This design comes from an exercise in tuning for small area on the open sky130 flow, not from production work.
In this exercise RTL edits were held to simulation tests only and were not proved equivalent to the original.
Power is estimated from default activity; no workload was simulated.

==> inputs of trial 19 <==
==> flow/design.v <==
module vdc_cmp (a, nv, qn, y);
input  [9:0] a;
input  [9:0] nv;
input  qn;
output y;
wire [9:0] c;    
vdc_nand2 s0 (.a(a[0]), .b(nv[0]), .y(c[0]));    
vdc_stb  s1 (.a(a[1]), .b(nv[1]), .cn(c[0]), .y(c[1]));    
vdc_maj  s2 (.a(a[2]), .b(nv[2]), .c(c[1]), .y(c[2]));    
vdc_maj  s3 (.a(a[3]), .b(nv[3]), .c(c[2]), .y(c[3]));    
vdc_maj  s4 (.a(a[4]), .b(nv[4]), .c(c[3]), .y(c[4]));    
vdc_maj  s5 (.a(a[5]), .b(nv[5]), .c(c[4]), .y(c[5]));    
vdc_maj  s6 (.a(a[6]), .b(nv[6]), .c(c[5]), .y(c[6]));    
vdc_maj  s7 (.a(a[7]), .b(nv[7]), .c(c[6]), .y(c[7]));    
vdc_stc  s8 (.a(a[8]), .b(nv[8]), .c(c[7]), .y(c[8]));    
vdc_stb  s9 (.a(a[9]), .b(nv[9]), .cn(c[8]), .y(c[9]));    
assign y = ~(c[9] ^ qn);
endmodule
module vdc_stb (a, b, cn, y);
input a, b, cn;
output y;
wire np, ng;
vdc_nor2  u0 (.a(a), .b(b), .y(np));
vdc_nand2 u1 (.a(a), .b(b), .y(ng));
vdc_oai21 u2 (.a1(np), .a2(cn), .b1(ng), .y(y));
endmodule
module vdc_sta (a, b, c, y);
input a, b, c;
output y;
wire g, p;
vdc_and2  u0 (.a(a), .b(b), .y(g));
vdc_or2   u1 (.a(a), .b(b), .y(p));
vdc_oai21 u2 (.a1(c), .a2(g), .b1(p), .y(y));
endmodule
module vdc_and2 (a, b, y);
input a, b;
output y;
assign y = a & b;
endmodule
module vdc_or2 (a, b, y);
input a, b;
output y;
assign y = a | b;
endmodule
module vdc_stc (a, b, c, y);
input a, b, c;
output y;
wire g;
vdc_and2  u0 (.a(a), .b(b), .y(g));
vdc_oai22 u1 (.a1(c), .a2(g), .b1(a), .b2(b), .y(y));
endmodule
module vdc_oai22 (a1, a2, b1, b2, y);
input a1, a2, b1, b2;
output y;
assign y = ~((a1 | a2) & (b1 | b2));
endmodule
module vdc_maj (a, b, c, y);
input a, b, c;
output y;
assign y = (a & b) | (a & c) | (b & c);
endmodule
module vdc_nmaj (a, b, c, y);
input a, b, c;
output y;
vdc_aoi222 u0 (.a1(a), .a2(b), .b1(a), .b2(c), .c1(b), .c2(c), .y(y));
endmodule
module vdc_aoi222 (a1, a2, b1, b2, c1, c2, y);
input a1, a2, b1, b2, c1, c2;
output y;
assign y = ~((a1 & a2) | (b1 & b2) | (c1 & c2));
endmodule
module vdc_nand2 (a, b, y);
input a, b;
output y;
assign y = ~(a & b);
endmodule
module vdc_nor2 (a, b, y);
input a, b;
output y;
assign y = ~(a | b);
endmodule
module vdc_oai21 (a1, a2, b1, y);
input a1, a2, b1;
output y;
assign y = ~((a1 | a2) & b1);
endmodule
module P_HV_image (clk, reset, scalar, out_p);
input clk, reset;
input [1439:0] scalar;
output [143:0] out_p;
reg  [9:0] nv;
wire [9:0] n      = ~{nv[0],nv[1],nv[2],nv[3],nv[4],nv[5],nv[6],nv[7],nv[8],nv[9]};
wire [9:0] n_next = n + 10'd1;
always @(posedge clk)
    if (reset) nv <= 10'h3ff;
    else       nv <= ~{n_next[0],n_next[1],n_next[2],n_next[3],n_next[4],
                       n_next[5],n_next[6],n_next[7],n_next[8],n_next[9]};
reg  [143:0] qn;
genvar i;
generate
for (i = 0; i < 144; i = i + 1) begin : ch
    vdc_cmp   cmp (.a(scalar[10*i+9:10*i]), .nv(nv), .qn(qn[i]), .y(out_p[i]));
end
endgenerate
always @(posedge clk)
    qn <= ~(out_p & {144{~reset}});
endmodule
==> flow/flow/run.sh <==
#!/bin/bash
# Standard synthesis, then the standard layout with two changes:
# combinational cells start at their smallest drive strength (downsize.tcl,
# after floorplan; later repair steps size up where timing, slew or
# capacitance need it), the port buffers are buf_1 cells, and each channel's
# pins are kept together (io.tcl).
set -euo pipefail
W=$(pwd)
bash standard.sh synth > "$W/synth.log" 2>&1
bash standard.sh \
  "POST_FLOORPLAN_TCL=$W/flow/downsize.tcl" \
  "BUFFER_PORTS_ARGS=-buffer_cell sky130_fd_sc_hd__buf_1" \
  "PLACE_PINS_ARGS=-min_distance 1 -min_distance_in_tracks" \
  "PRE_IO_PLACEMENT_TCL=$W/flow/io.tcl" \
  finish > "$W/layout.log" 2>&1
==> flow/flow/downsize.tcl <==
# Swap every combinational cell that synthesis gave a drive strength above
# the smallest to the smallest cell of the same function; later repair steps
# size up again wherever timing, slew or capacitance needs it.
set n 0
foreach inst [get_cells *] {
  set m [get_property $inst ref_name]
  if {![regexp {^(sky130_fd_sc_hd__[a-z0-9]+)_([0-9]+)$} $m -> base drv]} { continue }
  if {[regexp {df|dl|sdf|edf|conb|tap|fill|decap} $base]} { continue }
  set cur [get_lib_cells */$m]
  set best ""
  set best_area [get_property $cur area]
  foreach d {0 1 2} {
    if {$d >= $drv} { break }
    set cand [get_lib_cells -quiet */${base}_$d]
    if {$cand eq ""} { continue }
    if {[get_property $cand dont_use]} { continue }
    set a [get_property $cand area]
    if {$a < $best_area} { set best $cand; set best_area $a }
  }
  if {$best ne ""} {
    replace_cell $inst $best
    incr n
  }
}
puts "downsize: swapped $n cells to a smaller drive strength"
==> flow/flow/io.tcl <==
# Keep each channel's pins together, in the order its logic uses them:
# scalar[10*i] .. scalar[10*i+9], then out_p[i].
for {set i 0} {$i < 144} {incr i} {
  set pins {}
  for {set b 0} {$b < 10} {incr b} {
    lappend pins "scalar\[[expr {10 * $i + $b}]\]"
  }
  lappend pins "out_p\[$i\]"
  set_io_pin_constraint -group -order -pin_names $pins
}
==> flow/standard.sh <==
#!/bin/bash
# synth_recipe.tcl (not shown) runs the flow's synth.tcl, then flattens the netlist and writes it again
# the make line also repeats each setting of config.mk as NAME=value (left out here)
make -C /OpenROAD-flow-scripts/flow DESIGN_CONFIG=/design/flow/config.mk WORK_HOME=/design/flow/orfs CLKGATE_MAP_FILE= SYNTH_SCRIPT=/design/flow/synth_recipe.tcl "${@:-finish}"
==> flow/config.mk <==
export PLATFORM = sky130hd
export DESIGN_NAME = P_HV_image
export DESIGN_NICKNAME = P_HV_image
export VERILOG_FILES = /design/flow/design.v
export SDC_FILE = /design/flow/constraint.sdc
export NUM_CORES = 4
export LEC_CHECK = 0
export CAP_MARGIN = 20
export CELL_PAD_IN_SITES_DETAIL_PLACEMENT = 1
export CELL_PAD_IN_SITES_GLOBAL_PLACEMENT = 1
export CORE_AREA = 5 5 315 315
export CTS_BUF_LIST = sky130_fd_sc_hd__clkbuf_4 sky130_fd_sc_hd__clkbuf_8
export DIE_AREA = 0 0 320 320
export PLACE_DENSITY = 0.35
export SLEW_MARGIN = 20
export SYNTH_HIERARCHICAL = 1
export SYNTH_MINIMUM_KEEP_SIZE = 0
==> flow/constraint.sdc <==
create_clock -name core_clock -period 6.0 [get_ports {clk}]
set_input_delay 1.2000 -clock core_clock [delete_from_list [all_inputs] [get_ports {clk}]]
set_output_delay 1.2000 -clock core_clock [all_outputs]
set_load 0.01 [all_outputs]
==> trial 13 (differences from trial 19) <==
==> flow/design.v (replaced) <==
module vdc_cmp (a, nv, gt);
input  [9:0] a;
input  [9:0] nv;
output gt;
wire [9:0] c;
assign c[0] = a[0] & nv[0];
genvar b;
generate
for (b = 1; b < 10; b = b + 1) begin : st
    vdc_maj m (.a(a[b]), .b(nv[b]), .c(c[b-1]), .y(c[b]));
end
endgenerate
assign gt = c[9];
endmodule
module vdc_maj (a, b, c, y);
input a, b, c;
output y;
assign y = (a & b) | (a & c) | (b & c);
endmodule
module P_HV_image (clk, reset, scalar, out_p);
input clk, reset;
input [1439:0] scalar;
output [143:0] out_p;
reg [9:0] n;
always @(posedge clk)
    if (reset) n <= 10'd0;
    else       n <= n + 10'd1;
wire [9:0] nv = ~{n[0],n[1],n[2],n[3],n[4],n[5],n[6],n[7],n[8],n[9]};
reg  [143:0] q;
wire [143:0] bs;
genvar i;
generate
for (i = 0; i < 144; i = i + 1) begin : ch
    vdc_cmp cmp (.a(scalar[10*i+9:10*i]), .nv(nv), .gt(bs[i]));
end
endgenerate
assign out_p = bs ^ q;
always @(posedge clk)
    if (reset) q <= 144'd0;
    else       q <= out_p;
endmodule
==> flow/run.sh (new file) <==
#!/bin/bash
# synth_recipe.tcl (not shown) runs the flow's synth.tcl, then flattens the netlist and writes it again
# the make line also repeats each setting of config.mk as NAME=value (left out here)
make -C /OpenROAD-flow-scripts/flow DESIGN_CONFIG=/design/flow/config.mk WORK_HOME=/design/flow/orfs CLKGATE_MAP_FILE= SYNTH_SCRIPT=/design/flow/synth_recipe.tcl finish
CELL_PAD_IN_SITES_DETAIL_PLACEMENT = default   (was 1)
CELL_PAD_IN_SITES_GLOBAL_PLACEMENT = default   (was 1)
CORE_AREA = 5 5 295 295   (was 5 5 315 315)
CTS_BUF_LIST = default   (was sky130_fd_sc_hd__clkbuf_4 sky130_fd_sc_hd__clkbuf_8)
DIE_AREA = 0 0 300 300   (was 0 0 320 320)
PLACE_DENSITY = default   (was 0.35)
removed: flow/flow/run.sh
removed: flow/flow/downsize.tcl
removed: flow/flow/io.tcl
removed: flow/standard.sh
==> trial 29 (differences from trial 19) <==
--- a/flow/design.v
+++ b/flow/design.v
@@ -1,6 +1,5 @@
-module vdc_cmp (a, nv, qn, y);
+module vdc_cmp (a, nv, gt);
 input  [9:0] a;
 input  [9:0] nv;
-input  qn;
-output y;
+output gt;
 wire [9:0] c;    
@@ -14,5 +13,5 @@
 vdc_maj  s7 (.a(a[7]), .b(nv[7]), .c(c[6]), .y(c[7]));    
-vdc_stc  s8 (.a(a[8]), .b(nv[8]), .c(c[7]), .y(c[8]));    
+vdc_sta  s8 (.a(a[8]), .b(nv[8]), .c(c[7]), .y(c[8]));    
 vdc_stb  s9 (.a(a[9]), .b(nv[9]), .cn(c[8]), .y(c[9]));    
-assign y = ~(c[9] ^ qn);
+assign gt = c[9];
 endmodule
@@ -43,14 +42,2 @@
 assign y = a | b;
-endmodule
-module vdc_stc (a, b, c, y);
-input a, b, c;
-output y;
-wire g;
-vdc_and2  u0 (.a(a), .b(b), .y(g));
-vdc_oai22 u1 (.a1(c), .a2(g), .b1(a), .b2(b), .y(y));
-endmodule
-module vdc_oai22 (a1, a2, b1, b2, y);
-input a1, a2, b1, b2;
-output y;
-assign y = ~((a1 | a2) & (b1 | b2));
 endmodule
@@ -97,3 +84,4 @@
                        n_next[5],n_next[6],n_next[7],n_next[8],n_next[9]};
-reg  [143:0] qn;
+reg  [143:0] q;
+wire [143:0] bs;
 genvar i;
@@ -101,7 +89,9 @@
 for (i = 0; i < 144; i = i + 1) begin : ch
-    vdc_cmp   cmp (.a(scalar[10*i+9:10*i]), .nv(nv), .qn(qn[i]), .y(out_p[i]));
+    vdc_cmp cmp (.a(scalar[10*i+9:10*i]), .nv(nv), .gt(bs[i]));
 end
 endgenerate
+assign out_p = bs ^ q;
 always @(posedge clk)
-    qn <= ~(out_p & {144{~reset}});
+    if (reset) q <= 144'd0;
+    else       q <= out_p;
 endmodule
==> flow/flow/run.sh (replaced) <==
#!/bin/bash
# Standard synthesis, then the standard layout with three changes:
# combinational cells start at their smallest drive strength (downsize.tcl,
# after floorplan), the port buffers are buf_1 cells, and repair_timing's power
# recovery downsizes cells on paths with positive slack after global routing.
set -euo pipefail
W=$(pwd)
bash standard.sh synth > "$W/synth.log" 2>&1
bash standard.sh \
  "POST_FLOORPLAN_TCL=$W/flow/downsize.tcl" \
  "BUFFER_PORTS_ARGS=-buffer_cell sky130_fd_sc_hd__buf_1" \
  "RECOVER_POWER=100" \
  "PLACE_PINS_ARGS=-min_distance 1 -min_distance_in_tracks" \
  finish > "$W/layout.log" 2>&1
removed: flow/flow/io.tcl
==> notes <==
- Sequential share of layout area: trial 19 is higher than trial 29 (0.37 points).
- In critical path depth, trial 29 and trial 19 do not differ.
- Non-clock buffer count: trial 29 is lower than trial 19 (5).
- In trial 19 the clock skew is lower than in trial 29, by 0.0012 ns.
- In sequential power, trial 29 and trial 19 hardly differ.
- Trial 19 completed with no timing, DRC or antenna violations. Trial 29 finished with capacitance limit, slew limit left. Trial 13 never finished: it broke off in I/O pin placement (3_2_place_iop).
- Against trial 29, the global-route usage of trial 19 is lower by 0.87 points.
- Of trial 19 and trial 29, trial 29 has the higher via count (gap about 1%, measured against trial 29).

[what the ideal ports hide]
The results above use ideal ports. As a check the final layouts listed here were re-extracted and re-timed, cells and wires unchanged. Step 1, drivers: a clkbuf_16 drives clk and a buf_2 each remaining input, both assumed. Step 2, shift: input delay + t, output delay - t, t = (earliest + latest rising clock arrival at the registers) / 2. This alone moves slack from input paths to output paths. a / b / c = ideal / step 1 / step 2; a / b = the first two.
run	t (ns)	slack for setup (ns)	worst hold slack (ns)	slew at the worst register clock pin (ns)	cell pins on the clock port's net
trial 19	0.601	0.190 / 0.147 / 0.147	0.496 / 0.496 / 0.496	0.11 / 0.11	1
trial 29	0.591	0.155 / 0.091 / 0.217	0.584 / 0.584 / 0.584	0.11 / 0.11	1
The setup slack of trial 19, which loses most, moves by -0.043 ns with the drivers and by -0.043 ns with both steps.
